Source: an optimization exercise on an open RTL-to-GDS flow (aim: small area and a short achievable clock period). Production flows keep margins and buffers that such runs may drop. In this exercise RTL edits were held to simulation tests only and were not proved equivalent to the original. Power is estimated from default activity; no workload was simulated.

// alu_top
module alu_top (
    input             clk,
    input      [7:0]  a_in,
    input      [7:0]  b_in,
    input      [3:0]  command_in,
    input             oe,
    output reg [15:0] d_out
);
For scale: about 4800 sq um of cells after synthesis.
export LEC_CHECK = 0
export ABC_AREA = 1
export CAP_MARGIN = 20
export CORE_MARGIN = 2
export CORE_UTILIZATION = 75
export CTS_BUF_LIST = sky130_fd_sc_hd__clkbuf_8
export SLEW_MARGIN = 20
create_clock -name core_clock -period 24.0 [get_ports {clk}]
standard.sh (not shown) runs the stock make flow with config.mk's settings and CLKGATE_MAP_FILE= SYNTH_SCRIPT=/design/flow/synth_recipe.tcl, a recipe that flattens the netlist after the stock synthesis.
==> flow/flow/run.sh <==
#!/bin/bash
# The standard layout with three changes:
#  - synthesis leaves arithmetic to ABC instead of extracting full/half adder
#    cells (ADDER_MAP_FILE empty);
#  - ABC maps with flow/abc_area.script, which sizes gates against a delay
#    target instead of upsizing every path as far as it goes;
#  - the port buffers that global placement inserts use the smallest buffer.
set -euo pipefail
rm -rf scripts_abc
cp -r "$FLOW_HOME/scripts" scripts_abc
cp flow/abc_area.script scripts_abc/abc_area.script
export SCRIPTS_DIR="$PWD/scripts_abc"
export BUFFER_PORTS_ARGS="-buffer_cell sky130_fd_sc_hd__buf_1"
bash standard.sh ADDER_MAP_FILE= finish > standard_flow.log 2>&1
==> flow/flow/abc_area.script <==
strash
dc2
dch -f
map -B 0.9
topo
stime -c
upsize -c -D 4000
dnsize -c -D 4000
The first run completed without violations.
Next try:
Settings changed: CORE_UTILIZATION 75 to 40, SLEW_MARGIN 20 to 60.
What happened:
- design area grows slightly
- maximum frequency shrinks slightly
- synthesized area does not change
- combinational power barely changes
- via count shrinks by roughly a tenth
- setup slack degrades by 43 ps
- die area grows by well over a third
- sequential share of layout area barely changes
Next try:
Settings changed: CORE_UTILIZATION 40 to 65.
The changed run ran to the end with no violations.
Worst hold slack is worse by 26 ps.
Utilization went up by 28 points.
Final cell count came out lower by 4.5%.
Register-to-register slack is worse by 180 ps.
Wire length climbs by 1.7%.
First-iteration DRC count climbs by 31%.
Power came out higher by 5.6%.
Sequential power came out higher by about 2%.
Non-clock buffer count goes down by 2.
Via count increases by 9.1%.
Die area came out lower by 37%.
Next try:
Settings changed: CORE_UTILIZATION 65 to 40, SLEW_MARGIN 60 to 20.
The new run completed without violations.
Die area goes up by 59%.
Count of clock-buffer cells in the layout falls by 1.
Power is lower by 5.6%.
Worst setup slack loses 68 ps.

alu_top, a different RTL version from the one above (not shown whole).
Size in the first run: about 37 flip-flops, ~38 I/O pins.
// alu_top
module alu_top (
    input             clk,
    input      [7:0]  a_in,
    input      [7:0]  b_in,
    input      [3:0]  command_in,
    input             oe,
    output reg [15:0] d_out
);
    reg [7:0] a_q, b_q;
    reg [3:0] cmd_q;
    reg       oe_q;
    wire [15:0] alu_out;
    always @(posedge clk) begin
        a_q   <= a_in;
        b_q   <= b_in;
        cmd_q <= command_in;
        oe_q  <= oe;
        d_out <= alu_out;
    end
    alu u_alu (.a_in(a_q), .b_in(b_q), .command_in(cmd_q), .oe(oe_q), .d_out(alu_out));
endmodule
Settings: LEC_CHECK=0, ABC_AREA=1, CAP_MARGIN=20, CORE_MARGIN=2, CORE_UTILIZATION=40, CTS_BUF_LIST=sky130_fd_sc_hd__clkbuf_8, SLEW_MARGIN=60; clock period 24.0 ns.
==> flow/flow/abc_area.script <==
strash
dch -f
map -B 0.9
topo
stime -c
upsize -c -D 4000
dnsize -c -D 4000
Scripts as last shown in full above: flow/flow/run.sh
Next try:
==> flow/flow/run.sh (replaced) <==
#!/bin/bash
# The standard layout with two changes: synthesis leaves arithmetic to ABC
# instead of extracting full/half adder cells (ADDER_MAP_FILE empty), and
# the port buffers that global placement inserts use the smallest buffer.
set -euo pipefail
export BUFFER_PORTS_ARGS="-buffer_cell sky130_fd_sc_hd__buf_1"
bash standard.sh ADDER_MAP_FILE= finish > standard_flow.log 2>&1
removed: flow/flow/abc_area.script
First-iteration DRC count is unchanged.
Cell area is higher by about 5%.
Total power went up by 6.5%.
Next try:
==> flow/run.sh (new file) <==
#!/bin/bash
# synth_recipe.tcl (not shown) runs the flow's synth.tcl, then flattens the netlist and writes it again
# the make line also repeats each setting of config.mk as NAME=value (left out here)
make -C /OpenROAD-flow-scripts/flow DESIGN_CONFIG=/design/flow/config.mk WORK_HOME=/design/flow/orfs CLKGATE_MAP_FILE= SYNTH_SCRIPT=/design/flow/synth_recipe.tcl finish
removed: flow/flow/run.sh
removed: flow/standard.sh
Worst hold slack gets worse by 0.010 ns.
Worst setup slack gets worse by 0.54 ns.
Cell count is lower by 19%.
Next try:
==> flow/flow/run.sh (new file) <==
#!/bin/bash
# The standard layout with three changes:
#  - synthesis leaves arithmetic to ABC instead of extracting full/half adder
#    cells (ADDER_MAP_FILE empty);
#  - ABC maps with flow/abc_area.script, which sizes gates against a delay
#    target instead of upsizing every path as far as it goes;
#  - the port buffers that global placement inserts use the smallest buffer.
set -euo pipefail
rm -rf scripts_abc
cp -r "$FLOW_HOME/scripts" scripts_abc
cp flow/abc_area.script scripts_abc/abc_area.script
export SCRIPTS_DIR="$PWD/scripts_abc"
export BUFFER_PORTS_ARGS="-buffer_cell sky130_fd_sc_hd__buf_1"
bash standard.sh ADDER_MAP_FILE= finish > standard_flow.log 2>&1
==> flow/flow/abc_area.script (new file) <==
strash
dch
map -B 0.9
topo
stime -c
upsize -c -D 3500
dnsize -c -D 3500
==> flow/standard.sh (new file) <==
#!/bin/bash
# synth_recipe.tcl (not shown) runs the flow's synth.tcl, then flattens the netlist and writes it again
# the make line also repeats each setting of config.mk as NAME=value (left out here)
make -C /OpenROAD-flow-scripts/flow DESIGN_CONFIG=/design/flow/config.mk WORK_HOME=/design/flow/orfs CLKGATE_MAP_FILE= SYNTH_SCRIPT=/design/flow/synth_recipe.tcl "${@:-finish}"
removed: flow/run.sh
What happened: The new run went through all stages and came out clean. Routed wire length increases by roughly a tenth. Synthesized area decreases by a little under a tenth. Worst hold slack gains 0.0033 ns. Combinational power decreases by about a fifth. Worst setup slack gains 0.56 ns. Critical path depth decreases by 37. Global-route usage increases by 3.7 points. Utilization decreases by 0.73 points. Sequential cell count does not change. Die area decreases by a little under a tenth.

Setup of run 1:
alu_top, a different RTL version from the one above (not shown whole).
Size in the first run: about 810 cells after synthesis, roughly 38 I/O pins, ~0.0059 sq mm of cells after synthesis.
Settings: LEC_CHECK=0, ABC_AREA=1, CAP_MARGIN=20, CORE_MARGIN=2, CORE_UTILIZATION=40, CTS_BUF_LIST=sky130_fd_sc_hd__clkbuf_8, SLEW_MARGIN=20; clock period 24.0 ns.
run.sh (not shown) runs the stock make flow with config.mk's settings and CLKGATE_MAP_FILE= SYNTH_SCRIPT=/design/flow/synth_recipe.tcl, a recipe that flattens the netlist after the stock synthesis.
Stock flow here: none of the scripts above is used.
Changes in run 2 relative to run 1:
- clearing CTS_BUF_LIST, which used to be sky130_fd_sc_hd__clkbuf_8
### Flow results
Run 2 finished all stages; the layout is clean. Run 1 finished all stages; the layout is clean. Taking run 1 as the reference, in run 2 total wirelength of the detailed-routed design saw little to no change; overall via count from detail_route saw little to no change; net switching power saw an increase; total power saw an increase. Run 1 and run 2 ended up with nearly the same buffer share of cell area. Run 1 was smaller in final cell area than run 2. Met2 global-route usage: run 2 > run 1. Looking at share of the core filled with cells, run 2 sits 0.39 points above run 1. Compared run 1 against run 2; fmax within noise.
The inputs of run 3 differ from those of run 2 as listed below.
- setting CTS_CLUSTER_SIZE to 40 for the first time
- setting CTS_CLUSTER_DIAMETER to 500 for the first time
- setting CTS_BUF_LIST to sky130_fd_sc_hd__clkbuf_8 for the first time
Notes after the runs:
Diff run 2..run 3 | total length of routed wires | negligible
Lower leakage power among run 3 and run 2: run 3
STATUS power: run 3 wins against run 2
From run 2 to run 3 the numbers moved as follows: layout overhead on the synthesized area now sits lower, proportion of cell area occupied by multi-input gates increased 0.58 points.
Run 2 → run 3: buffer count excluding the clock tree in the final layout closely matched the old numbers; core utilization now sits lower; cell internal power dissipation decreased by 9.3% relative to the old numbers.

RTL: one of the versions met above, not the one the previous note started from.
For scale: ~1000 cells after synthesis, ~37 flip-flops, about 38 I/O pins, roughly 0.0053 mm² of cells after synthesis.
==> flow/config.mk <==
export PLATFORM = sky130hd
export DESIGN_NAME = alu_top
export DESIGN_NICKNAME = alu_top
export VERILOG_FILES = /design/flow/design.v
export SDC_FILE = /design/flow/constraint.sdc
export NUM_CORES = 4
export LEC_CHECK = 0
export ABC_AREA = 1
export CAP_MARGIN = 20
export CORE_MARGIN = 2
export CORE_UTILIZATION = 40
export CTS_BUF_LIST = sky130_fd_sc_hd__clkbuf_8
export SLEW_MARGIN = 60
==> flow/constraint.sdc <==
create_clock -name core_clock -period 24.0 [get_ports {clk}]
set_input_delay 4.8000 -clock core_clock [delete_from_list [all_inputs] [get_ports {clk}]]
set_output_delay 4.8000 -clock core_clock [all_outputs]
set_load 0.01 [all_outputs]
standard.sh (not shown) runs the stock make flow with config.mk's settings and CLKGATE_MAP_FILE= SYNTH_SCRIPT=/design/flow/synth_recipe.tcl, a recipe that flattens the netlist after the stock synthesis.
==> flow/flow/run.sh <==
#!/bin/bash
# The standard layout with three changes:
#  - synthesis leaves arithmetic to ABC instead of extracting full/half adder
#    cells (ADDER_MAP_FILE empty);
#  - ABC maps with flow/abc_area.script, which sizes gates against a delay
#    target instead of upsizing every path as far as it goes;
#  - the port buffers that global placement inserts use the smallest buffer.
set -euo pipefail
rm -rf scripts_abc
cp -r "$FLOW_HOME/scripts" scripts_abc
cp flow/abc_area.script scripts_abc/abc_area.script
export SCRIPTS_DIR="$PWD/scripts_abc"
export BUFFER_PORTS_ARGS="-buffer_cell sky130_fd_sc_hd__buf_1"
bash standard.sh ADDER_MAP_FILE= finish > standard_flow.log 2>&1
==> flow/flow/abc_area.script <==
strash
dch
map -B 0.9
topo
stime -c
upsize -c -D 3750
dnsize -c -D 3750
The starting point ran to the end with no violations.
Then changed:
==> flow/flow/abc_area.script (replaced) <==
strash
dc2
dch -f
map -B 0.9
topo
stime -c
upsize -c -D 4000
dnsize -c -D 4000
CORE_UTILIZATION = 60   (was 40)
Effect: Total power decreases by 4.1%; wire length decreases by 2.9%; worst setup slack degrades by 13 ps; design area decreases by 8.2%; worst hold slack degrades by 68 ps; non-clock buffer count decreases by 6; cell count decreases by 13%; via count decreases by 3.1%; register-to-register slack degrades by 180 ps.
Then changed:
CORE_UTILIZATION = 40   (was 60)
The new run completed with no timing, DRC or antenna violations.
Final cell count rises by 5.8%.
Clock-buffer cell count falls by 1.
Core utilization falls by 21 points.
Design area rises by 2.1%.
Die area rises by 48%.
Wire length falls by 3.3%.
Sequential share of layout area falls by 0.31 points.
Fmax falls by 2.1%.
Sequential power falls by about 2%.
Hold slack improved by 9.4 ps.
Combinational power is about the same.

Another version of the RTL of alu_top (not shown whole).
Size in the first run: ~750 cells after synthesis, ~37 flip-flops.
Settings: LEC_CHECK=0, ABC_AREA=1, CAP_MARGIN=20, CORE_MARGIN=2, CORE_UTILIZATION=40, CTS_BUF_LIST=sky130_fd_sc_hd__clkbuf_8, SLEW_MARGIN=60; clock period 24.0 ns.
==> flow/flow/run.sh <==
#!/bin/bash
# The standard layout, with the port buffers that global placement inserts
# made of the smallest plain buffer instead of the default choice.
set -euo pipefail
export BUFFER_PORTS_ARGS="-buffer_cell sky130_fd_sc_hd__buf_1"
bash standard.sh finish > standard_flow.log 2>&1
Rerun with:
==> flow/run.sh (new file) <==
#!/bin/bash
# synth_recipe.tcl (not shown) runs the flow's synth.tcl, then flattens the netlist and writes it again
# the make line also repeats each setting of config.mk as NAME=value (left out here)
make -C /OpenROAD-flow-scripts/flow DESIGN_CONFIG=/design/flow/config.mk WORK_HOME=/design/flow/orfs CLKGATE_MAP_FILE= SYNTH_SCRIPT=/design/flow/synth_recipe.tcl finish
--- a/flow/config.mk
+++ b/flow/config.mk
@@ -10,4 +10,3 @@
 export CORE_MARGIN = 2
 export CORE_UTILIZATION = 40
-export CTS_BUF_LIST = sky130_fd_sc_hd__clkbuf_8
-export SLEW_MARGIN = 60
+export SLEW_MARGIN = 20
removed: flow/flow/run.sh
removed: flow/standard.sh
The new run ran to the end with no violations.
Utilization rose by 1.7 points.
Via count grows by 3.8%.
Register-to-register slack is worse by 240 ps.
First-iteration DRC count is higher by 14%.
Wire length hardly moves.
Combinational power climbs by about 2%.
Design area goes up by 3.9%.
Rerun with:
--- a/flow/config.mk
+++ b/flow/config.mk
@@ -10,3 +10,4 @@
 export CORE_MARGIN = 2
 export CORE_UTILIZATION = 40
-export SLEW_MARGIN = 20
+export CTS_BUF_LIST = sky130_fd_sc_hd__clkbuf_8
+export SLEW_MARGIN = 80
After rerunning:
- The changed run passed the timing, design-rule and antenna checks
- cell count is higher by about 1%
- total power fell by about 7%
- critical path depth climbs by 4
- final area increases by about 4%
- worst setup slack improves by 250 ps
- wire length goes up by about 1.9%
- die area does not change
Rerun with:
--- a/flow/config.mk
+++ b/flow/config.mk
@@ -11,3 +11,3 @@
 export CORE_UTILIZATION = 40
 export CTS_BUF_LIST = sky130_fd_sc_hd__clkbuf_8
-export SLEW_MARGIN = 80
+export SLEW_MARGIN = 60
Result: Via count is lower by 0.86%; non-clock buffer count shrinks by 10; global-route usage decreases by 0.65 points.

[port drivers added, routing unchanged]
No port has a modelled driver above. Below, the same layouts with a new extraction and two added sets of constraints. Step 1, drivers: a clkbuf_16 drives clk and a buf_2 each remaining input, both assumed. Step 2 moves the port delays by t, midway between the first and last clock arrival at a register: inputs arrive t later, outputs are due t later. That takes back most of the time a late clock gives input paths. Three values: no drivers, after step 1, after step 2; two values: the first two.
run | t, ns | setup WS [ns] | worst register clock-pin slew, ns
the first run of note 1 | 0.323 | 18.406 / 18.379 / 18.504 | 0.08 / 0.08
the second run of note 1 | 0.325 | 18.364 / 18.333 / 18.658 | 0.09 / 0.09
the third run of note 1 | 0.318 | 18.429 / 18.399 / 18.716 | 0.08 / 0.08
the fourth run of note 1 | 0.326 | 18.361 / 18.330 / 18.656 | 0.09 / 0.09
the first run of note 2 | 0.330 | 18.441 / 18.410 / 18.739 | 0.08 / 0.08
the second run of note 2 | 0.329 | 18.419 / 18.386 / 18.715 | 0.08 / 0.08
the third run of note 2 | 0.348 | 17.875 / 17.875 / 17.875 | 0.09 / 0.09
the fourth run of note 2 | 0.320 | 18.437 / 18.404 / 18.724 | 0.08 / 0.08
run 1 | 0.338 | 16.532 / 16.532 / 16.532 | 0.09 / 0.09
run 2 | 0.324 | 16.531 / 16.531 / 16.531 | 0.06 / 0.06
run 3 | 0.338 | 16.532 / 16.532 / 16.532 | 0.09 / 0.09
the first run of note 4 | 0.323 | 18.441 / 18.410 / 18.733 | 0.08 / 0.08
the second run of note 4 | 0.316 | 18.428 / 18.401 / 18.717 | 0.08 / 0.08
the third run of note 4 | 0.336 | 18.309 / 18.276 / 18.612 | 0.09 / 0.09
the first run of note 5 | 0.351 | 16.847 / 16.847 / 16.847 | 0.10 / 0.10
the second run of note 5 | 0.333 | 16.602 / 16.602 / 16.602 | 0.07 / 0.07
the third run of note 5 | 0.345 | 16.850 / 16.850 / 16.850 | 0.09 / 0.09
the fourth run of note 5 | 0.353 | 16.849 / 16.849 / 16.849 | 0.09 / 0.09
After both steps setup and hold are still met in every run listed.
